This is an optimization exercise on Yosys and OpenROAD, whose aim is small area, not a production implementation.
No functional check of the RTL was part of this run.

===== design/flow/design.v =====
module fir_filter (
    input CLK_Filter,
    input rst_n,
    input wire [7:0] filter_in,
    output wire [19:0] filter_out
);
  reg [7:0] d0;
  reg [7:0] d1;
  reg [7:0] d2;
  reg [7:0] d3;
  reg [7:0] d4;
  reg [7:0] d5;
  reg [7:0] d6;
  reg [7:0] d7;
  reg [7:0] d8;
  reg [7:0] d9;
  reg [7:0] d10;
  reg [7:0] d11;
  reg [7:0] d12;
  reg [7:0] d13;
  reg [7:0] d14;
  reg [7:0] d15;
  reg [7:0] d16;
  reg [7:0] d17;
  reg [7:0] d18;
  reg [7:0] d19;
  reg [7:0] d20;
  reg [7:0] d21;
  reg [7:0] d22;
  reg [7:0] d23;
  reg [7:0] d24;
  always @(posedge CLK_Filter or negedge rst_n) begin
    if (!rst_n) begin
      d0 <= 8'd0;
      d1 <= 8'd0;
      d2 <= 8'd0;
      d3 <= 8'd0;
      d4 <= 8'd0;
      d5 <= 8'd0;
      d6 <= 8'd0;
      d7 <= 8'd0;
      d8 <= 8'd0;
      d9 <= 8'd0;
      d10 <= 8'd0;
      d11 <= 8'd0;
      d12 <= 8'd0;
      d13 <= 8'd0;
      d14 <= 8'd0;
      d15 <= 8'd0;
      d16 <= 8'd0;
      d17 <= 8'd0;
      d18 <= 8'd0;
      d19 <= 8'd0;
      d20 <= 8'd0;
      d21 <= 8'd0;
      d22 <= 8'd0;
      d23 <= 8'd0;
      d24 <= 8'd0;
    end else begin
      d0 <= filter_in;
      d1 <= d0;
      d2 <= d1;
      d3 <= d2;
      d4 <= d3;
      d5 <= d4;
      d6 <= d5;
      d7 <= d6;
      d8 <= d7;
      d9 <= d8;
      d10 <= d9;
      d11 <= d10;
      d12 <= d11;
      d13 <= d12;
      d14 <= d13;
      d15 <= d14;
      d16 <= d15;
      d17 <= d16;
      d18 <= d17;
      d19 <= d18;
      d20 <= d19;
      d21 <= d20;
      d22 <= d21;
      d23 <= d22;
      d24 <= d23;
    end
  end
  wire s0 = d4[0] ^ d23[0];
  wire c1 = d4[0] & d23[0];
  wire s2 = d4[1] ^ d23[1] ^ c1;
  wire c3 = (d4[1] & d23[1]) | (d4[1] & c1) | (d23[1] & c1);
  wire s4 = d4[2] ^ d23[2] ^ c3;
  wire c5 = (d4[2] & d23[2]) | (d4[2] & c3) | (d23[2] & c3);
  wire s6 = d4[3] ^ d23[3] ^ c5;
  wire c7 = (d4[3] & d23[3]) | (d4[3] & c5) | (d23[3] & c5);
  wire s8 = d4[4] ^ d23[4] ^ c7;
  wire c9 = (d4[4] & d23[4]) | (d4[4] & c7) | (d23[4] & c7);
  wire s10 = d4[5] ^ d23[5] ^ c9;
  wire c11 = (d4[5] & d23[5]) | (d4[5] & c9) | (d23[5] & c9);
  wire s12 = d4[6] ^ d23[6] ^ c11;
  wire c13 = (d4[6] & d23[6]) | (d4[6] & c11) | (d23[6] & c11);
  wire s14 = d4[7] ^ d23[7] ^ c13;
  wire c15 = (d4[7] & d23[7]) | (d4[7] & c13) | (d23[7] & c13);
  wire s16 = d6[0] ^ d21[0];
  wire c17 = d6[0] & d21[0];
  wire s18 = d6[1] ^ d21[1] ^ c17;
  wire c19 = (d6[1] & d21[1]) | (d6[1] & c17) | (d21[1] & c17);
  wire s20 = d6[2] ^ d21[2] ^ c19;
  wire c21 = (d6[2] & d21[2]) | (d6[2] & c19) | (d21[2] & c19);
  wire s22 = d6[3] ^ d21[3] ^ c21;
  wire c23 = (d6[3] & d21[3]) | (d6[3] & c21) | (d21[3] & c21);
  wire s24 = d6[4] ^ d21[4] ^ c23;
  wire c25 = (d6[4] & d21[4]) | (d6[4] & c23) | (d21[4] & c23);
  wire s26 = d6[5] ^ d21[5] ^ c25;
  wire c27 = (d6[5] & d21[5]) | (d6[5] & c25) | (d21[5] & c25);
  wire s28 = d6[6] ^ d21[6] ^ c27;
  wire c29 = (d6[6] & d21[6]) | (d6[6] & c27) | (d21[6] & c27);
  wire s30 = d6[7] ^ d21[7] ^ c29;
  wire c31 = (d6[7] & d21[7]) | (d6[7] & c29) | (d21[7] & c29);
  wire n32 = ~s16;
  wire n33 = ~s18;
  wire n34 = ~s20;
  wire n35 = ~s22;
  wire n36 = ~s24;
  wire n37 = ~s26;
  wire n38 = ~s28;
  wire n39 = ~s30;
  wire n40 = ~c31;
  wire s41 = d7[0] ^ d20[0];
  wire c42 = d7[0] & d20[0];
  wire s43 = d7[1] ^ d20[1] ^ c42;
  wire c44 = (d7[1] & d20[1]) | (d7[1] & c42) | (d20[1] & c42);
  wire s45 = d7[2] ^ d20[2] ^ c44;
  wire c46 = (d7[2] & d20[2]) | (d7[2] & c44) | (d20[2] & c44);
  wire s47 = d7[3] ^ d20[3] ^ c46;
  wire c48 = (d7[3] & d20[3]) | (d7[3] & c46) | (d20[3] & c46);
  wire s49 = d7[4] ^ d20[4] ^ c48;
  wire c50 = (d7[4] & d20[4]) | (d7[4] & c48) | (d20[4] & c48);
  wire s51 = d7[5] ^ d20[5] ^ c50;
  wire c52 = (d7[5] & d20[5]) | (d7[5] & c50) | (d20[5] & c50);
  wire s53 = d7[6] ^ d20[6] ^ c52;
  wire c54 = (d7[6] & d20[6]) | (d7[6] & c52) | (d20[6] & c52);
  wire s55 = d7[7] ^ d20[7] ^ c54;
  wire c56 = (d7[7] & d20[7]) | (d7[7] & c54) | (d20[7] & c54);
  wire s57 = d8[0] ^ d19[0];
  wire c58 = d8[0] & d19[0];
  wire s59 = d8[1] ^ d19[1] ^ c58;
  wire c60 = (d8[1] & d19[1]) | (d8[1] & c58) | (d19[1] & c58);
  wire s61 = d8[2] ^ d19[2] ^ c60;
  wire c62 = (d8[2] & d19[2]) | (d8[2] & c60) | (d19[2] & c60);
  wire s63 = d8[3] ^ d19[3] ^ c62;
  wire c64 = (d8[3] & d19[3]) | (d8[3] & c62) | (d19[3] & c62);
  wire s65 = d8[4] ^ d19[4] ^ c64;
  wire c66 = (d8[4] & d19[4]) | (d8[4] & c64) | (d19[4] & c64);
  wire s67 = d8[5] ^ d19[5] ^ c66;
  wire c68 = (d8[5] & d19[5]) | (d8[5] & c66) | (d19[5] & c66);
  wire s69 = d8[6] ^ d19[6] ^ c68;
  wire c70 = (d8[6] & d19[6]) | (d8[6] & c68) | (d19[6] & c68);
  wire s71 = d8[7] ^ d19[7] ^ c70;
  wire c72 = (d8[7] & d19[7]) | (d8[7] & c70) | (d19[7] & c70);
  wire n73 = ~s57;
  wire n74 = ~s59;
  wire n75 = ~s61;
  wire n76 = ~s63;
  wire n77 = ~s65;
  wire n78 = ~s67;
  wire n79 = ~s69;
  wire n80 = ~s71;
  wire n81 = ~c72;
  wire s82 = d9[0] ^ d18[0];
  wire c83 = d9[0] & d18[0];
  wire s84 = d9[1] ^ d18[1] ^ c83;
  wire c85 = (d9[1] & d18[1]) | (d9[1] & c83) | (d18[1] & c83);
  wire s86 = d9[2] ^ d18[2] ^ c85;
  wire c87 = (d9[2] & d18[2]) | (d9[2] & c85) | (d18[2] & c85);
  wire s88 = d9[3] ^ d18[3] ^ c87;
  wire c89 = (d9[3] & d18[3]) | (d9[3] & c87) | (d18[3] & c87);
  wire s90 = d9[4] ^ d18[4] ^ c89;
  wire c91 = (d9[4] & d18[4]) | (d9[4] & c89) | (d18[4] & c89);
  wire s92 = d9[5] ^ d18[5] ^ c91;
  wire c93 = (d9[5] & d18[5]) | (d9[5] & c91) | (d18[5] & c91);
  wire s94 = d9[6] ^ d18[6] ^ c93;
  wire c95 = (d9[6] & d18[6]) | (d9[6] & c93) | (d18[6] & c93);
  wire s96 = d9[7] ^ d18[7] ^ c95;
  wire c97 = (d9[7] & d18[7]) | (d9[7] & c95) | (d18[7] & c95);
  wire n98 = ~s82;
  wire n99 = ~s84;
  wire n100 = ~s86;
  wire n101 = ~s88;
  wire n102 = ~s90;
  wire n103 = ~s92;
  wire n104 = ~s94;
  wire n105 = ~s96;
  wire n106 = ~c97;
  wire s107 = d10[0] ^ d17[0];
  wire c108 = d10[0] & d17[0];
  wire s109 = d10[1] ^ d17[1] ^ c108;
  wire c110 = (d10[1] & d17[1]) | (d10[1] & c108) | (d17[1] & c108);
  wire s111 = d10[2] ^ d17[2] ^ c110;
  wire c112 = (d10[2] & d17[2]) | (d10[2] & c110) | (d17[2] & c110);
  wire s113 = d10[3] ^ d17[3] ^ c112;
  wire c114 = (d10[3] & d17[3]) | (d10[3] & c112) | (d17[3] & c112);
  wire s115 = d10[4] ^ d17[4] ^ c114;
  wire c116 = (d10[4] & d17[4]) | (d10[4] & c114) | (d17[4] & c114);
  wire s117 = d10[5] ^ d17[5] ^ c116;
  wire c118 = (d10[5] & d17[5]) | (d10[5] & c116) | (d17[5] & c116);
  wire s119 = d10[6] ^ d17[6] ^ c118;
  wire c120 = (d10[6] & d17[6]) | (d10[6] & c118) | (d17[6] & c118);
  wire s121 = d10[7] ^ d17[7] ^ c120;
  wire c122 = (d10[7] & d17[7]) | (d10[7] & c120) | (d17[7] & c120);
  wire n123 = ~s107;
  wire n124 = ~s109;
  wire n125 = ~s111;
  wire n126 = ~s113;
  wire n127 = ~s115;
  wire n128 = ~s117;
  wire n129 = ~s119;
  wire n130 = ~s121;
  wire n131 = ~c122;
  wire s132 = d11[0] ^ d16[0];
  wire c133 = d11[0] & d16[0];
  wire s134 = d11[1] ^ d16[1] ^ c133;
  wire c135 = (d11[1] & d16[1]) | (d11[1] & c133) | (d16[1] & c133);
  wire s136 = d11[2] ^ d16[2] ^ c135;
  wire c137 = (d11[2] & d16[2]) | (d11[2] & c135) | (d16[2] & c135);
  wire s138 = d11[3] ^ d16[3] ^ c137;
  wire c139 = (d11[3] & d16[3]) | (d11[3] & c137) | (d16[3] & c137);
  wire s140 = d11[4] ^ d16[4] ^ c139;
  wire c141 = (d11[4] & d16[4]) | (d11[4] & c139) | (d16[4] & c139);
  wire s142 = d11[5] ^ d16[5] ^ c141;
  wire c143 = (d11[5] & d16[5]) | (d11[5] & c141) | (d16[5] & c141);
  wire s144 = d11[6] ^ d16[6] ^ c143;
  wire c145 = (d11[6] & d16[6]) | (d11[6] & c143) | (d16[6] & c143);
  wire s146 = d11[7] ^ d16[7] ^ c145;
  wire c147 = (d11[7] & d16[7]) | (d11[7] & c145) | (d16[7] & c145);
  wire n148 = ~s132;
  wire n149 = ~s134;
  wire n150 = ~s136;
  wire n151 = ~s138;
  wire n152 = ~s140;
  wire n153 = ~s142;
  wire n154 = ~s144;
  wire n155 = ~s146;
  wire n156 = ~c147;
  wire s157 = d12[0] ^ d15[0];
  wire c158 = d12[0] & d15[0];
  wire s159 = d12[1] ^ d15[1] ^ c158;
  wire c160 = (d12[1] & d15[1]) | (d12[1] & c158) | (d15[1] & c158);
  wire s161 = d12[2] ^ d15[2] ^ c160;
  wire c162 = (d12[2] & d15[2]) | (d12[2] & c160) | (d15[2] & c160);
  wire s163 = d12[3] ^ d15[3] ^ c162;
  wire c164 = (d12[3] & d15[3]) | (d12[3] & c162) | (d15[3] & c162);
  wire s165 = d12[4] ^ d15[4] ^ c164;
  wire c166 = (d12[4] & d15[4]) | (d12[4] & c164) | (d15[4] & c164);
  wire s167 = d12[5] ^ d15[5] ^ c166;
  wire c168 = (d12[5] & d15[5]) | (d12[5] & c166) | (d15[5] & c166);
  wire s169 = d12[6] ^ d15[6] ^ c168;
  wire c170 = (d12[6] & d15[6]) | (d12[6] & c168) | (d15[6] & c168);
  wire s171 = d12[7] ^ d15[7] ^ c170;
  wire c172 = (d12[7] & d15[7]) | (d12[7] & c170) | (d15[7] & c170);
  wire n173 = ~s157;
  wire n174 = ~s159;
  wire n175 = ~s161;
  wire n176 = ~s163;
  wire n177 = ~s165;
  wire n178 = ~s167;
  wire n179 = ~s169;
  wire n180 = ~s171;
  wire n181 = ~c172;
  wire s182 = n123 ^ n148;
  wire c183 = n123 & n148;
  wire s184 = d3[0] ^ d24[0] ^ s0;
  wire c185 = (d3[0] & d24[0]) | (d3[0] & s0) | (d24[0] & s0);
  wire s186 = s157 ^ n98 ^ c183;
  wire c187 = (s157 & n98) | (s157 & c183) | (n98 & c183);
  wire s188 = s184 ^ n124 ^ n149;
  wire c189 = (s184 & n124) | (s184 & n149) | (n124 & n149);
  wire s190 = s186 ^ s188;
  wire c191 = s186 & s188;
  wire s192 = 1'b1 ^ d3[1] ^ d24[1];
  wire c193 = (1'b1 & d3[1]) | (1'b1 & d24[1]) | (d3[1] & d24[1]);
  wire s194 = s41 ^ n32 ^ n73;
  wire c195 = (s41 & n32) | (s41 & n73) | (n32 & n73);
  wire s196 = s192 ^ c185 ^ s2;
  wire c197 = (s192 & c185) | (s192 & s2) | (c185 & s2);
  wire s198 = s159 ^ n99 ^ s194;
  wire c199 = (s159 & n99) | (s159 & s194) | (n99 & s194);
  wire s200 = c187 ^ s196 ^ n125;
  wire c201 = (c187 & s196) | (c187 & n125) | (s196 & n125);
  wire s202 = n150 ^ c189 ^ s198;
  wire c203 = (n150 & c189) | (n150 & s198) | (c189 & s198);
  wire s204 = c191 ^ s200 ^ s202;
  wire c205 = (c191 & s200) | (c191 & s202) | (s200 & s202);
  wire s206 = d3[2] ^ d24[2] ^ s0;
  wire c207 = (d3[2] & d24[2]) | (d3[2] & s0) | (d24[2] & s0);
  wire s208 = s41 ^ n173 ^ c193;
  wire c209 = (s41 & n173) | (s41 & c193) | (n173 & c193);
  wire s210 = s43 ^ s206 ^ c195;
  wire c211 = (s43 & s206) | (s43 & c195) | (s206 & c195);
  wire s212 = n33 ^ n74 ^ s208;
  wire c213 = (n33 & n74) | (n33 & s208) | (n74 & s208);
  wire s214 = s4 ^ s161 ^ c197;
  wire c215 = (s4 & s161) | (s4 & c197) | (s161 & c197);
  wire s216 = n100 ^ c199 ^ s210;
  wire c217 = (n100 & c199) | (n100 & s210) | (c199 & s210);
  wire s218 = s212 ^ s214 ^ n126;
  wire c219 = (s212 & s214) | (s212 & n126) | (s214 & n126);
  wire s220 = n151 ^ c201 ^ c203;
  wire c221 = (n151 & c201) | (n151 & c203) | (c201 & c203);
  wire s222 = s216 ^ s218 ^ c205;
  wire c223 = (s216 & s218) | (s216 & c205) | (s218 & c205);
  wire s224 = s220 ^ s222;
  wire c225 = s220 & s222;
  wire s226 = d3[3] ^ d24[3] ^ d5[0];
  wire c227 = (d3[3] & d24[3]) | (d3[3] & d5[0]) | (d24[3] & d5[0]);
  wire s228 = d22[0] ^ s82 ^ n148;
  wire c229 = (d22[0] & s82) | (d22[0] & n148) | (s82 & n148);
  wire s230 = s226 ^ c207 ^ s2;
  wire c231 = (s226 & c207) | (s226 & s2) | (c207 & s2);
  wire s232 = s43 ^ n174 ^ c209;
  wire c233 = (s43 & n174) | (s43 & c209) | (n174 & c209);
  wire s234 = s228 ^ s45 ^ s230;
  wire c235 = (s228 & s45) | (s228 & s230) | (s45 & s230);
  wire s236 = c211 ^ n34 ^ n75;
  wire c237 = (c211 & n34) | (c211 & n75) | (n34 & n75);
  wire s238 = c213 ^ s232 ^ s6;
  wire c239 = (c213 & s232) | (c213 & s6) | (s232 & s6);
  wire s240 = s163 ^ c215 ^ n101;
  wire c241 = (s163 & c215) | (s163 & n101) | (c215 & n101);
  wire s242 = s234 ^ c217 ^ s236;
  wire c243 = (s234 & c217) | (s234 & s236) | (c217 & s236);
  wire s244 = s238 ^ n127 ^ n152;
  wire c245 = (s238 & n127) | (s238 & n152) | (n127 & n152);
  wire s246 = c219 ^ s240 ^ c221;
  wire c247 = (c219 & s240) | (c219 & c221) | (s240 & c221);
  wire s248 = s242 ^ s244 ^ c223;
  wire c249 = (s242 & s244) | (s242 & c223) | (s244 & c223);
  wire s250 = s246 ^ c225 ^ s248;
  wire c251 = (s246 & c225) | (s246 & s248) | (c225 & s248);
  wire s252 = 1'b1 ^ d3[4] ^ d24[4];
  wire c253 = (1'b1 & d3[4]) | (1'b1 & d24[4]) | (d3[4] & d24[4]);
  wire s254 = d5[1] ^ d22[1] ^ s16;
  wire c255 = (d5[1] & d22[1]) | (d5[1] & s16) | (d22[1] & s16);
  wire s256 = s41 ^ s107 ^ c227;
  wire c257 = (s41 & s107) | (s41 & c227) | (s107 & c227);
  wire s258 = s252 ^ s84 ^ s254;
  wire c259 = (s252 & s84) | (s252 & s254) | (s84 & s254);
  wire s260 = c229 ^ n149 ^ s256;
  wire c261 = (c229 & n149) | (c229 & s256) | (n149 & s256);
  wire s262 = s4 ^ s45 ^ c231;
  wire c263 = (s4 & s45) | (s4 & c231) | (s45 & c231);
  wire s264 = n175 ^ c233 ^ s258;
  wire c265 = (n175 & c233) | (n175 & s258) | (c233 & s258);
  wire s266 = s260 ^ s47 ^ c235;
  wire c267 = (s260 & s47) | (s260 & c235) | (s47 & c235);
  wire s268 = s262 ^ n35 ^ n76;
  wire c269 = (s262 & n35) | (s262 & n76) | (n35 & n76);
  wire s270 = c237 ^ s264 ^ s8;
  wire c271 = (c237 & s264) | (c237 & s8) | (s264 & s8);
  wire s272 = s165 ^ c239 ^ n102;
  wire c273 = (s165 & c239) | (s165 & n102) | (c239 & n102);
  wire s274 = c241 ^ s266 ^ c243;
  wire c275 = (c241 & s266) | (c241 & c243) | (s266 & c243);
  wire s276 = s268 ^ s270 ^ n128;
  wire c277 = (s268 & s270) | (s268 & n128) | (s270 & n128);
  wire s278 = n153 ^ c245 ^ s272;
  wire c279 = (n153 & c245) | (n153 & s272) | (c245 & s272);
  wire s280 = c247 ^ s274 ^ s276;
  wire c281 = (c247 & s274) | (c247 & s276) | (s274 & s276);
  wire s282 = s278 ^ c249 ^ s280;
  wire c283 = (s278 & c249) | (s278 & s280) | (c249 & s280);
  wire s284 = c251 ^ s282;
  wire c285 = c251 & s282;
  wire s286 = d3[5] ^ d24[5] ^ d5[2];
  wire c287 = (d3[5] & d24[5]) | (d3[5] & d5[2]) | (d24[5] & d5[2]);
  wire s288 = d22[2] ^ s57 ^ s82;
  wire c289 = (d22[2] & s57) | (d22[2] & s82) | (s57 & s82);
  wire s290 = s107 ^ c253 ^ s286;
  wire c291 = (s107 & c253) | (s107 & s286) | (c253 & s286);
  wire s292 = c255 ^ s18 ^ s43;
  wire c293 = (c255 & s18) | (c255 & s43) | (s18 & s43);
  wire s294 = s109 ^ s288 ^ c257;
  wire c295 = (s109 & s288) | (s109 & c257) | (s288 & c257);
  wire s296 = s290 ^ s86 ^ c259;
  wire c297 = (s290 & s86) | (s290 & c259) | (s86 & c259);
  wire s298 = s292 ^ n150 ^ c261;
  wire c299 = (s292 & n150) | (s292 & c261) | (n150 & c261);
  wire s300 = s294 ^ s6 ^ s47;
  wire c301 = (s294 & s6) | (s294 & s47) | (s6 & s47);
  wire s302 = c263 ^ n176 ^ c265;
  wire c303 = (c263 & n176) | (c263 & c265) | (n176 & c265);
  wire s304 = s296 ^ s298 ^ s49;
  wire c305 = (s296 & s298) | (s296 & s49) | (s298 & s49);
  wire s306 = c267 ^ s300 ^ n36;
  wire c307 = (c267 & s300) | (c267 & n36) | (s300 & n36);
  wire s308 = n77 ^ c269 ^ s302;
  wire c309 = (n77 & c269) | (n77 & s302) | (c269 & s302);
  wire s310 = s10 ^ s167 ^ c271;
  wire c311 = (s10 & s167) | (s10 & c271) | (s167 & c271);
  wire s312 = s304 ^ n103 ^ c273;
  wire c313 = (s304 & n103) | (s304 & c273) | (n103 & c273);
  wire s314 = c275 ^ s306 ^ s308;
  wire c315 = (c275 & s306) | (c275 & s308) | (s306 & s308);
  wire s316 = s310 ^ n129 ^ n154;
  wire c317 = (s310 & n129) | (s310 & n154) | (n129 & n154);
  wire s318 = c277 ^ c279 ^ s312;
  wire c319 = (c277 & c279) | (c277 & s312) | (c279 & s312);
  wire s320 = s314 ^ c281 ^ s316;
  wire c321 = (s314 & c281) | (s314 & s316) | (c281 & s316);
  wire s322 = s318 ^ c283 ^ s320;
  wire c323 = (s318 & c283) | (s318 & s320) | (c283 & s320);
  wire s324 = c285 ^ s322;
  wire c325 = c285 & s322;
  wire s326 = d3[6] ^ d24[6] ^ d5[3];
  wire c327 = (d3[6] & d24[6]) | (d3[6] & d5[3]) | (d24[6] & d5[3]);
  wire s328 = d22[3] ^ d13[0] ^ d14[0];
  wire c329 = (d22[3] & d13[0]) | (d22[3] & d14[0]) | (d13[0] & d14[0]);
  wire s330 = s132 ^ s157 ^ c287;
  wire c331 = (s132 & s157) | (s132 & c287) | (s157 & c287);
  wire s332 = s326 ^ s328 ^ c289;
  wire c333 = (s326 & s328) | (s326 & c289) | (s328 & c289);
  wire s334 = s59 ^ s84 ^ s109;
  wire c335 = (s59 & s84) | (s59 & s109) | (s84 & s109);
  wire s336 = c291 ^ s330 ^ s20;
  wire c337 = (c291 & s330) | (c291 & s20) | (s330 & s20);
  wire s338 = s45 ^ s111 ^ c293;
  wire c339 = (s45 & s111) | (s45 & c293) | (s111 & c293);
  wire s340 = s332 ^ s334 ^ c295;
  wire c341 = (s332 & s334) | (s332 & c295) | (s334 & c295);
  wire s342 = s88 ^ c297 ^ s336;
  wire c343 = (s88 & c297) | (s88 & s336) | (c297 & s336);
  wire s344 = s338 ^ n151 ^ c299;
  wire c345 = (s338 & n151) | (s338 & c299) | (n151 & c299);
  wire s346 = s340 ^ s8 ^ s49;
  wire c347 = (s340 & s8) | (s340 & s49) | (s8 & s49);
  wire s348 = c301 ^ n177 ^ c303;
  wire c349 = (c301 & n177) | (c301 & c303) | (n177 & c303);
  wire s350 = s342 ^ s344 ^ s51;
  wire c351 = (s342 & s344) | (s342 & s51) | (s344 & s51);
  wire s352 = c305 ^ s346 ^ n37;
  wire c353 = (c305 & s346) | (c305 & n37) | (s346 & n37);
  wire s354 = n78 ^ c307 ^ c309;
  wire c355 = (n78 & c307) | (n78 & c309) | (c307 & c309);
  wire s356 = s348 ^ s12 ^ s169;
  wire c357 = (s348 & s12) | (s348 & s169) | (s12 & s169);
  wire s358 = c311 ^ s350 ^ n104;
  wire c359 = (c311 & s350) | (c311 & n104) | (s350 & n104);
  wire s360 = c313 ^ s352 ^ c315;
  wire c361 = (c313 & s352) | (c313 & c315) | (s352 & c315);
  wire s362 = s354 ^ s356 ^ n130;
  wire c363 = (s354 & s356) | (s354 & n130) | (s356 & n130);
  wire s364 = n155 ^ c317 ^ c319;
  wire c365 = (n155 & c317) | (n155 & c319) | (c317 & c319);
  wire s366 = s358 ^ s360 ^ s362;
  wire c367 = (s358 & s360) | (s358 & s362) | (s360 & s362);
  wire s368 = c321 ^ s364 ^ c323;
  wire c369 = (c321 & s364) | (c321 & c323) | (s364 & c323);
  wire s370 = s366 ^ c325 ^ s368;
  wire c371 = (s366 & c325) | (s366 & s368) | (c325 & s368);
  wire s372 = d3[7] ^ d24[7] ^ d5[4];
  wire c373 = (d3[7] & d24[7]) | (d3[7] & d5[4]) | (d24[7] & d5[4]);
  wire s374 = d22[4] ^ d13[1] ^ d14[1];
  wire c375 = (d22[4] & d13[1]) | (d22[4] & d14[1]) | (d13[1] & d14[1]);
  wire s376 = c327 ^ c329 ^ s372;
  wire c377 = (c327 & c329) | (c327 & s372) | (c329 & s372);
  wire s378 = s374 ^ s134 ^ s159;
  wire c379 = (s374 & s134) | (s374 & s159) | (s134 & s159);
  wire s380 = c331 ^ s376 ^ c333;
  wire c381 = (c331 & s376) | (c331 & c333) | (s376 & c333);
  wire s382 = s61 ^ s86 ^ s111;
  wire c383 = (s61 & s86) | (s61 & s111) | (s86 & s111);
  wire s384 = c335 ^ s378 ^ s22;
  wire c385 = (c335 & s378) | (c335 & s22) | (s378 & s22);
  wire s386 = s47 ^ s113 ^ c337;
  wire c387 = (s47 & s113) | (s47 & c337) | (s113 & c337);
  wire s388 = c339 ^ s380 ^ s382;
  wire c389 = (c339 & s380) | (c339 & s382) | (s380 & s382);
  wire s390 = c341 ^ s90 ^ c343;
  wire c391 = (c341 & s90) | (c341 & c343) | (s90 & c343);
  wire s392 = s384 ^ s386 ^ n152;
  wire c393 = (s384 & s386) | (s384 & n152) | (s386 & n152);
  wire s394 = s388 ^ c345 ^ s10;
  wire c395 = (s388 & c345) | (s388 & s10) | (c345 & s10);
  wire s396 = s51 ^ c347 ^ n178;
  wire c397 = (s51 & c347) | (s51 & n178) | (c347 & n178);
  wire s398 = c349 ^ s390 ^ s392;
  wire c399 = (c349 & s390) | (c349 & s392) | (s390 & s392);
  wire s400 = s53 ^ c351 ^ s394;
  wire c401 = (s53 & c351) | (s53 & s394) | (c351 & s394);
  wire s402 = n38 ^ n79 ^ c353;
  wire c403 = (n38 & n79) | (n38 & c353) | (n79 & c353);
  wire s404 = s396 ^ c355 ^ s398;
  wire c405 = (s396 & c355) | (s396 & s398) | (c355 & s398);
  wire s406 = s14 ^ s171 ^ c357;
  wire c407 = (s14 & s171) | (s14 & c357) | (s171 & c357);
  wire s408 = n131 ^ n156 ^ n105;
  wire c409 = (n131 & n156) | (n131 & n105) | (n156 & n105);
  wire s410 = c359 ^ s400 ^ s402;
  wire c411 = (c359 & s400) | (c359 & s402) | (s400 & s402);
  wire s412 = c361 ^ s404 ^ s406;
  wire c413 = (c361 & s404) | (c361 & s406) | (s404 & s406);
  wire s414 = c363 ^ s408 ^ c365;
  wire c415 = (c363 & s408) | (c363 & c365) | (s408 & c365);
  wire s416 = s410 ^ s412 ^ c367;
  wire c417 = (s410 & s412) | (s410 & c367) | (s412 & c367);
  wire s418 = s414 ^ c369 ^ s416;
  wire c419 = (s414 & c369) | (s414 & s416) | (c369 & s416);
  wire s420 = c371 ^ s418;
  wire c421 = c371 & s418;
  wire s422 = d5[5] ^ d22[5] ^ d13[2];
  wire c423 = (d5[5] & d22[5]) | (d5[5] & d13[2]) | (d22[5] & d13[2]);
  wire s424 = d14[2] ^ c373 ^ c375;
  wire c425 = (d14[2] & c373) | (d14[2] & c375) | (c373 & c375);
  wire s426 = s422 ^ c377 ^ s424;
  wire c427 = (s422 & c377) | (s422 & s424) | (c377 & s424);
  wire s428 = s136 ^ s161 ^ c379;
  wire c429 = (s136 & s161) | (s136 & c379) | (s161 & c379);
  wire s430 = s426 ^ c381 ^ s63;
  wire c431 = (s426 & c381) | (s426 & s63) | (c381 & s63);
  wire s432 = s88 ^ s113 ^ c383;
  wire c433 = (s88 & s113) | (s88 & c383) | (s113 & c383);
  wire s434 = s428 ^ s24 ^ s49;
  wire c435 = (s428 & s24) | (s428 & s49) | (s24 & s49);
  wire s436 = s115 ^ c385 ^ c387;
  wire c437 = (s115 & c385) | (s115 & c387) | (c385 & c387);
  wire s438 = c389 ^ s430 ^ s432;
  wire c439 = (c389 & s430) | (c389 & s432) | (s430 & s432);
  wire s440 = s92 ^ c391 ^ s434;
  wire c441 = (s92 & c391) | (s92 & s434) | (c391 & s434);
  wire s442 = s436 ^ n153 ^ c393;
  wire c443 = (s436 & n153) | (s436 & c393) | (n153 & c393);
  wire s444 = s438 ^ s12 ^ s53;
  wire c445 = (s438 & s12) | (s438 & s53) | (s12 & s53);
  wire s446 = c395 ^ n179 ^ c397;
  wire c447 = (c395 & n179) | (c395 & c397) | (n179 & c397);
  wire s448 = s440 ^ c399 ^ s442;
  wire c449 = (s440 & c399) | (s440 & s442) | (c399 & s442);
  wire s450 = c15 ^ c172 ^ s55;
  wire c451 = (c15 & c172) | (c15 & s55) | (c172 & s55);
  wire s452 = n106 ^ c401 ^ s444;
  wire c453 = (n106 & c401) | (n106 & s444) | (c401 & s444);
  wire s454 = n39 ^ n80 ^ c403;
  wire c455 = (n39 & n80) | (n39 & c403) | (n80 & c403);
  wire s456 = s446 ^ s448 ^ c405;
  wire c457 = (s446 & s448) | (s446 & c405) | (s448 & c405);
  wire s458 = c407 ^ s450 ^ c409;
  wire c459 = (c407 & s450) | (c407 & c409) | (s450 & c409);
  wire s460 = s452 ^ c411 ^ s454;
  wire c461 = (s452 & c411) | (s452 & s454) | (c411 & s454);
  wire s462 = s456 ^ c413 ^ s458;
  wire c463 = (s456 & c413) | (s456 & s458) | (c413 & s458);
  wire s464 = c415 ^ s460 ^ c417;
  wire c465 = (c415 & s460) | (c415 & c417) | (s460 & c417);
  wire s466 = s462 ^ c419 ^ s464;
  wire c467 = (s462 & c419) | (s462 & s464) | (c419 & s464);
  wire s468 = c421 ^ s466;
  wire c469 = c421 & s466;
  wire s470 = d5[6] ^ d22[6] ^ d13[3];
  wire c471 = (d5[6] & d22[6]) | (d5[6] & d13[3]) | (d22[6] & d13[3]);
  wire s472 = d14[3] ^ c423 ^ s470;
  wire c473 = (d14[3] & c423) | (d14[3] & s470) | (c423 & s470);
  wire s474 = c425 ^ s472 ^ c427;
  wire c475 = (c425 & s472) | (c425 & c427) | (s472 & c427);
  wire s476 = s138 ^ s163 ^ c429;
  wire c477 = (s138 & s163) | (s138 & c429) | (s163 & c429);
  wire s478 = s474 ^ s65 ^ s90;
  wire c479 = (s474 & s65) | (s474 & s90) | (s65 & s90);
  wire s480 = s115 ^ c431 ^ c433;
  wire c481 = (s115 & c431) | (s115 & c433) | (c431 & c433);
  wire s482 = s476 ^ s26 ^ s51;
  wire c483 = (s476 & s26) | (s476 & s51) | (s26 & s51);
  wire s484 = s117 ^ c435 ^ c437;
  wire c485 = (s117 & c435) | (s117 & c437) | (c435 & c437);
  wire s486 = c439 ^ s478 ^ s480;
  wire c487 = (c439 & s478) | (c439 & s480) | (s478 & s480);
  wire s488 = s94 ^ c441 ^ s482;
  wire c489 = (s94 & c441) | (s94 & s482) | (c441 & s482);
  wire s490 = s484 ^ n154 ^ c443;
  wire c491 = (s484 & n154) | (s484 & c443) | (n154 & c443);
  wire s492 = s486 ^ c56 ^ s14;
  wire c493 = (s486 & c56) | (s486 & s14) | (c56 & s14);
  wire s494 = s55 ^ c445 ^ n40;
  wire c495 = (s55 & c445) | (s55 & n40) | (c445 & n40);
  wire s496 = n81 ^ n180 ^ c447;
  wire c497 = (n81 & n180) | (n81 & c447) | (n180 & c447);
  wire s498 = s488 ^ c449 ^ s490;
  wire c499 = (s488 & c449) | (s488 & s490) | (c449 & s490);
  wire s500 = c451 ^ c453 ^ s492;
  wire c501 = (c451 & c453) | (c451 & s492) | (c453 & s492);
  wire s502 = c455 ^ s494 ^ s496;
  wire c503 = (c455 & s494) | (c455 & s496) | (s494 & s496);
  wire s504 = s498 ^ c457 ^ c459;
  wire c505 = (s498 & c457) | (s498 & c459) | (c457 & c459);
  wire s506 = s500 ^ c461 ^ s502;
  wire c507 = (s500 & c461) | (s500 & s502) | (c461 & s502);
  wire s508 = c463 ^ s504 ^ s506;
  wire c509 = (c463 & s504) | (c463 & s506) | (s504 & s506);
  wire s510 = c465 ^ s508 ^ c467;
  wire c511 = (c465 & s508) | (c465 & c467) | (s508 & c467);
  wire s512 = c469 ^ s510;
  wire c513 = c469 & s510;
  wire s514 = 1'b1 ^ d5[7] ^ d22[7];
  wire c515 = (1'b1 & d5[7]) | (1'b1 & d22[7]) | (d5[7] & d22[7]);
  wire s516 = d13[4] ^ d14[4] ^ c471;
  wire c517 = (d13[4] & d14[4]) | (d13[4] & c471) | (d14[4] & c471);
  wire s518 = s514 ^ c473 ^ s516;
  wire c519 = (s514 & c473) | (s514 & s516) | (c473 & s516);
  wire s520 = s518 ^ c475 ^ s140;
  wire c521 = (s518 & c475) | (s518 & s140) | (c475 & s140);
  wire s522 = s165 ^ c477 ^ s67;
  wire c523 = (s165 & c477) | (s165 & s67) | (c477 & s67);
  wire s524 = s92 ^ s117 ^ c479;
  wire c525 = (s92 & s117) | (s92 & c479) | (s117 & c479);
  wire s526 = c481 ^ s520 ^ s28;
  wire c527 = (c481 & s520) | (c481 & s28) | (s520 & s28);
  wire s528 = s53 ^ s119 ^ c483;
  wire c529 = (s53 & s119) | (s53 & c483) | (s119 & c483);
  wire s530 = c485 ^ c487 ^ s522;
  wire c531 = (c485 & c487) | (c485 & s522) | (c487 & s522);
  wire s532 = s524 ^ c15 ^ c56;
  wire c533 = (s524 & c15) | (s524 & c56) | (c15 & c56);
  wire s534 = s96 ^ n181 ^ c489;
  wire c535 = (s96 & n181) | (s96 & c489) | (n181 & c489);
  wire s536 = s526 ^ s528 ^ n155;
  wire c537 = (s526 & s528) | (s526 & n155) | (s528 & n155);
  wire s538 = c491 ^ s530 ^ c493;
  wire c539 = (c491 & s530) | (c491 & c493) | (s530 & c493);
  wire s540 = s532 ^ c495 ^ c497;
  wire c541 = (s532 & c495) | (s532 & c497) | (c495 & c497);
  wire s542 = s534 ^ s536 ^ c499;
  wire c543 = (s534 & s536) | (s534 & c499) | (s536 & c499);
  wire s544 = c501 ^ s538 ^ c503;
  wire c545 = (c501 & s538) | (c501 & c503) | (s538 & c503);
  wire s546 = s540 ^ s542 ^ c505;
  wire c547 = (s540 & s542) | (s540 & c505) | (s542 & c505);
  wire s548 = c507 ^ s544 ^ s546;
  wire c549 = (c507 & s544) | (c507 & s546) | (s544 & s546);
  wire s550 = c509 ^ s548 ^ c511;
  wire c551 = (c509 & s548) | (c509 & c511) | (s548 & c511);
  wire s552 = c513 ^ s550;
  wire c553 = c513 & s550;
  wire s554 = 1'b1 ^ d13[5] ^ d14[5];
  wire c555 = (1'b1 & d13[5]) | (1'b1 & d14[5]) | (d13[5] & d14[5]);
  wire s556 = c515 ^ s554 ^ c517;
  wire c557 = (c515 & s554) | (c515 & c517) | (s554 & c517);
  wire s558 = c519 ^ s556 ^ s142;
  wire c559 = (c519 & s556) | (c519 & s142) | (s556 & s142);
  wire s560 = s167 ^ c521 ^ s69;
  wire c561 = (s167 & c521) | (s167 & s69) | (c521 & s69);
  wire s562 = s94 ^ s119 ^ c523;
  wire c563 = (s94 & s119) | (s94 & c523) | (s119 & c523);
  wire s564 = c525 ^ s558 ^ c97;
  wire c565 = (c525 & s558) | (c525 & c97) | (s558 & c97);
  wire s566 = s30 ^ s55 ^ s121;
  wire c567 = (s30 & s55) | (s30 & s121) | (s55 & s121);
  wire s568 = c527 ^ c529 ^ n156;
  wire c569 = (c527 & c529) | (c527 & n156) | (c529 & n156);
  wire s570 = c531 ^ s560 ^ s562;
  wire c571 = (c531 & s560) | (c531 & s562) | (s560 & s562);
  wire s572 = c533 ^ s564 ^ c535;
  wire c573 = (c533 & s564) | (c533 & c535) | (s564 & c535);
  wire s574 = s566 ^ c537 ^ s568;
  wire c575 = (s566 & c537) | (s566 & s568) | (c537 & s568);
  wire s576 = s570 ^ c539 ^ c541;
  wire c577 = (s570 & c539) | (s570 & c541) | (c539 & c541);
  wire s578 = s572 ^ c543 ^ s574;
  wire c579 = (s572 & c543) | (s572 & s574) | (c543 & s574);
  wire s580 = c545 ^ s576 ^ s578;
  wire c581 = (c545 & s576) | (c545 & s578) | (s576 & s578);
  wire s582 = c547 ^ s580 ^ c549;
  wire c583 = (c547 & s580) | (c547 & c549) | (s580 & c549);
  wire s584 = s582 ^ c551 ^ c553;
  wire c585 = (s582 & c551) | (s582 & c553) | (c551 & c553);
  wire s586 = 1'b1 ^ d13[6] ^ d14[6];
  wire c587 = (1'b1 & d13[6]) | (1'b1 & d14[6]) | (d13[6] & d14[6]);
  wire s588 = c555 ^ s586 ^ c557;
  wire c589 = (c555 & s586) | (c555 & c557) | (s586 & c557);
  wire s590 = s588 ^ s144 ^ s169;
  wire c591 = (s588 & s144) | (s588 & s169) | (s144 & s169);
  wire s592 = c559 ^ c31 ^ c56;
  wire c593 = (c559 & c31) | (c559 & c56) | (c31 & c56);
  wire s594 = c122 ^ s71 ^ s96;
  wire c595 = (c122 & s71) | (c122 & s96) | (s71 & s96);
  wire s596 = s121 ^ c561 ^ c563;
  wire c597 = (s121 & c561) | (s121 & c563) | (c561 & c563);
  wire s598 = s590 ^ c565 ^ c567;
  wire c599 = (s590 & c565) | (s590 & c567) | (c565 & c567);
  wire s600 = s592 ^ c569 ^ c571;
  wire c601 = (s592 & c569) | (s592 & c571) | (c569 & c571);
  wire s602 = s594 ^ s596 ^ c573;
  wire c603 = (s594 & s596) | (s594 & c573) | (s596 & c573);
  wire s604 = s598 ^ c575 ^ s600;
  wire c605 = (s598 & c575) | (s598 & s600) | (c575 & s600);
  wire s606 = c577 ^ s602 ^ c579;
  wire c607 = (c577 & s602) | (c577 & c579) | (s602 & c579);
  wire s608 = s604 ^ c581 ^ s606;
  wire c609 = (s604 & c581) | (s604 & s606) | (c581 & s606);
  wire s610 = s608 ^ c583 ^ c585;
  wire c611 = (s608 & c583) | (s608 & c585) | (c583 & c585);
  wire s612 = d13[7] ^ d14[7] ^ c587;
  wire c613 = (d13[7] & d14[7]) | (d13[7] & c587) | (d14[7] & c587);
  wire s614 = s612 ^ c589 ^ c72;
  wire c615 = (s612 & c589) | (s612 & c72) | (c589 & c72);
  wire s616 = c97 ^ c122 ^ s146;
  wire c617 = (c97 & c122) | (c97 & s146) | (c122 & s146);
  wire s618 = s171 ^ c591 ^ c593;
  wire c619 = (s171 & c591) | (s171 & c593) | (c591 & c593);
  wire s620 = c595 ^ c597 ^ s614;
  wire c621 = (c595 & c597) | (c595 & s614) | (c597 & s614);
  wire s622 = s616 ^ c599 ^ s618;
  wire c623 = (s616 & c599) | (s616 & s618) | (c599 & s618);
  wire s624 = c601 ^ s620 ^ c603;
  wire c625 = (c601 & s620) | (c601 & c603) | (s620 & c603);
  wire s626 = s622 ^ c605 ^ s624;
  wire c627 = (s622 & c605) | (s622 & s624) | (c605 & s624);
  wire s628 = c607 ^ s626 ^ c609;
  wire c629 = (c607 & s626) | (c607 & c609) | (s626 & c609);
  wire s630 = s628 ^ c611;
  wire c631 = s628 & c611;
  wire s632 = 1'b1 ^ c613 ^ c147;
  wire c633 = (1'b1 & c613) | (1'b1 & c147) | (c613 & c147);
  wire s634 = c172 ^ c615 ^ c617;
  wire c635 = (c172 & c615) | (c172 & c617) | (c615 & c617);
  wire s636 = s632 ^ c619 ^ c621;
  wire c637 = (s632 & c619) | (s632 & c621) | (c619 & c621);
  wire s638 = s634 ^ c623 ^ s636;
  wire c639 = (s634 & c623) | (s634 & s636) | (c623 & s636);
  wire s640 = c625 ^ s638 ^ c627;
  wire c641 = (c625 & s638) | (c625 & c627) | (s638 & c627);
  wire s642 = s640 ^ c629 ^ c631;
  wire c643 = (s640 & c629) | (s640 & c631) | (c629 & c631);
  wire s644 = 1'b1 ^ c633 ^ c635;
  wire c645 = (1'b1 & c633) | (1'b1 & c635) | (c633 & c635);
  wire s646 = c637 ^ s644 ^ c639;
  wire c647 = (c637 & s644) | (c637 & c639) | (s644 & c639);
  wire s648 = s646 ^ c641 ^ c643;
  wire c649 = (s646 & c641) | (s646 & c643) | (c641 & c643);
  wire s650 = 1'b1 ^ c645 ^ c647;
  wire c651 = (1'b1 & c645) | (1'b1 & c647) | (c645 & c647);
  wire s652 = s650 ^ c649;
  wire c653 = s650 & c649;
  wire s654 = 1'b1 ^ c651 ^ c653;
  wire c655 = (1'b1 & c651) | (1'b1 & c653) | (c651 & c653);
  wire s656 = 1'b1 ^ c655;
  wire c657 = 1'b1 & c655;
  wire [19:0] y = {s656, s654, s652, s648, s642, s630, s610, s584, s552, s512, s468, s420, s370, s324, s284, s250, s224, s204, s190, s182};
  assign filter_out = y;
endmodule

===== design/flow/run.sh =====
#!/bin/bash
# synth_recipe.tcl (not shown) runs the flow's synth.tcl, then flattens the netlist and writes it again
# the make line also repeats each setting of config.mk as NAME=value (left out here)
make -C /OpenROAD-flow-scripts/flow DESIGN_CONFIG=/design/flow/config.mk WORK_HOME=/design/flow/orfs CLKGATE_MAP_FILE= SYNTH_SCRIPT=/design/flow/synth_recipe.tcl finish

===== design/flow/config.mk =====
export PLATFORM = sky130hd
export DESIGN_NAME = fir_filter
export DESIGN_NICKNAME = fir_filter
export VERILOG_FILES = /design/flow/design.v
export SDC_FILE = /design/flow/constraint.sdc
export NUM_CORES = 4
export LEC_CHECK = 0
export CAP_MARGIN = 20
export CORE_MARGIN = 2
export CORE_UTILIZATION = 40
export SLEW_MARGIN = 20

===== design/flow/constraint.sdc =====
create_clock -name core_clock -period 8.0 [get_ports {CLK_Filter}]
set_input_delay 1.6000 -clock core_clock [delete_from_list [all_inputs] [get_ports {CLK_Filter}]]
set_output_delay 1.6000 -clock core_clock [all_outputs]
set_load 0.01 [all_outputs]

==> results.txt <==
==> worst register-to-register path, stage by stage (launching register included) <==
cell and delay, ns:
dfrtp_1 0.41, buf_4 0.14, buf_4 0.12
==> cell type report <==
type	instances	area, um2	share of cell area [%]
Inverter	395	1480	9.92
Tap cell	396	495	3.31
Timing Repair Buffer	159	1260	8.42
Clock inverter	15	211	1.41
Sequential cell	200	5010	33.5
Clock buffer	17	425	2.85
Multi-Input combinational cell	320	6070	40.6
==> cells by family (layout without fill, tap and decap cells) <==
group | count (synthesis) | in the layout
xor+xnor | 13 | 13
fa+ha+maj | 301 | 301
flops | 200 | 200
compound gates | 3 | 3
buf+inv | 415 | 586
simple gates | 3 | 3
==> path summary, 6_finish.rpt <==
check | start | end | depth (start not counted)
worst max-delay path | d9[0] | filter_out[18] | 35
worst min-delay path | d0[0] | d1[0] | 0
worst max register to register | d9[0] | d10[0] | 2
worst min register to register | d0[0] | d1[0] | 0
max in group asynchronous | rst_n | d15[0] | 2
min in group asynchronous | rst_n | d1[0] | 1
==> timing repair <==
action	in CTS	in global routing
gates resized for setup	77	14
buffers inserted	3	1
setup endpoints to repair	13	13
pin swaps	24	3
endpoints found under the hold margin	0	0
==> per-layer routing <==
layer  global-route usage [%]  up-vias  routed length (um)  share of wire [%]
met4                     3.90        0                 263                1.1
met5                        0        -                   0                  0
met3                     3.23       19                 986                4.0
li1                         -     2778                   -                  -
met1                     23.5     3322               11100                 46
met2                     28.5       76               12000                 49
==> cells in the final DEF (no fill, tap or decap) <==
cell / Yosys / layout
clkbuf_2: 0 / 1
inv_6: 0 / 2
xor2_1: 3 / 3
inv_2: 0 / 16
clkdlybuf4s50_1: 0 / 15
clkinv_8: 0 / 8
clkbuf_8: 0 / 1
maj3_1: 2 / 2
maj3_2: 3 / 3
buf_6: 0 / 9
clkinvlp_4: 0 / 2
inv_1: 395 / 379
o21a_1: 1 / 1
dfrtp_2: 0 / 1
ha_1: 31 / 22
buf_2: 0 / 4
fa_1: 265 / 232
ha_2: 0 / 2
inv_12: 0 / 3
clkbuf_16: 0 / 17
dfrtp_1: 200 / 199
nor2_1: 1 / 1
ha_4: 0 / 7
nand2b_1: 2 / 2
buf_4: 20 / 129
o21ai_0: 2 / 2
xnor2_1: 10 / 10
fa_2: 0 / 33
==> stage by stage <==
step | util, % | setup slack (ns)
global route | 48.6 | -3.41
floorplan | - | -2.40
detailed placement | 46.2 | -3.19
CTS | 48.5 | -3.16
global placement | 46.2 | -3.17
finish | 48.6 | -3.08
==> flow_summary.yaml <==
status:
  status: "failed layout checks"
  violations: "setup timing"
clock_tree:
  cts_tree: "done"
  cts_made_buffers: 17
  htreeDepth: 4
  clkTransAtPathRegs_ns: 0.09
  clock_tree.buffer_depth: 2
  ctsHoldBuffers: 0
  cts-root-buf: "clkbuf_16"
  clock-sinks: 200
  clk_latency_ns: 0.44
critical_path:
  critPathBufInv: 13
  crit_path_top_delay_cell: "fa_1"
  worstPathArrival_ns: 9.48
  critPathMaxStageDelay_ns: 0.58
  end_kind: "output port"
  crit_type: "reg -> out"
  start_kind: "flip-flop"
  cpLargestDelayFamily: "adder cells"
  timing.critical_path.mode_cell: "fa_2"
  path_max_fanout: 2
  regToRegSetupSlack_ns: 7.22
  crit_required_ns: 6.40
logic_synthesis:
  synth_fa_ha_area_share_pct: 45.9
  synth_cell_types: 13
  synthMuxAreaShare_pct: 0
  synth_enable_flop_cells: 0
  yosys.area_share.simple_pct: 0.130
  synth-seq-cells: 200
  synth_nets: 1241
  synth_compound_area_share_pct: 0.140
  synth_area_per_cell_um2: 13.4
  synth_seq_area_share_pct: 39.9
  synth_common_cells: "inv_1 (395), fa_1 (265), dfrtp_1 (200)"
  netlist.top_cell.by_area: "fa_1"
  yosys_warnings: 1
  netlist_top_cells_area: "fa_1 (42%), dfrtp_1 (40%), inv_1 (12%)"
  synth_top_family_by_area: "adder cells"
  synthArstFlopShare_pct: 100
  syn_inst: 935
  ys.flop_type: "dfrtp_1"
  post-synth-top-area-fraction_pct: 42.3
  synth_area_um2: 12500
  synth-xor-area-share_pct: 0.909
  synth_most_common_cell: "inv_1"
floorplan:
  row_count: 64
  initial_utilization_pct: 40.8
  dieArea_um2: 32800
  fp.dieW_um: 181
  io_pins: 30
  coreArea_um2: 30700
  die_h_um: 181
finish:
  stdcell_area_um2: 14900
  diodes: 0
  num-nets-final: 1399
  fin_cells: 1502
  drive_gt1_share_pct: 21.5
  area_growth_pct: 19.3
  fill_cells: 2720
timing:
  hold_viol: 0
  worst_slew_pin_slew_ns: 0.927
  setup_viol: 11
  finalCritPeriodShare_pct: 139
  maxSlewViolCount: 0
  fmax_ghz: 0.0902
  rsz0062_at_grt: "true"
  finalSetupTns_ns: -21.40
  finalHoldWorstSlack_ns: 0.343
  fin_skew_ns: 0.0200
  layout_min_cycle_time_ns: 11.08
  max-slew-margin-rel_pct: 38.2
  setup_ws_ns: -3.08
global_route:
  grt_pass1_wl_mm: 41.2
  antenna_found_initial: 0
  track_usage_pct: 17.1
  grt_pass1_vias: 7731
  overflow: 0
  grt_max_degree: 120
route:
  first_pass_iters: 4
  drt_iter0_markers: 316
  ant_nets: 0
  drc: 0
  wire_per_inst_um: 16.2
  dr_total_vias: 6195
  wirelength_mm: 24.4
  vias_per_cell: 4.12
placed_design:
  place_area_um2: 14200
  place_inst: 1466
  place.port_buffers: 29
  gp_congestion: 0.851
  dp_hpwl_mm: 20.6
job:
  cap_violations: 0
worst_hold_path:
  hold_path_class: "reg -> reg"

==> what the ideal ports hide <==
Ports are ideal in the flow. The routed layout listed here was re-timed in OpenROAD. Step 1 assumes that a clkbuf_16 drives the clock port and a buf_2 every other input. Step 2 also shifts input and output timing later by t, the mid clock arrival at the registers, as if the neighbouring blocks saw the same clock. Slacks: ideal ports / drivers / drivers and shift; pairs: ideal ports / drivers.
t (ns): 0.484
setup WS [ns]: -3.084 / -3.131 / -2.647
slew at the worst register clock pin (ns): 0.09 / 0.09
worst data-port slew with drivers (ns): 0.04
For this run, drivers alone change the setup slack by -0.047 ns; drivers and shift together by +0.437 ns.
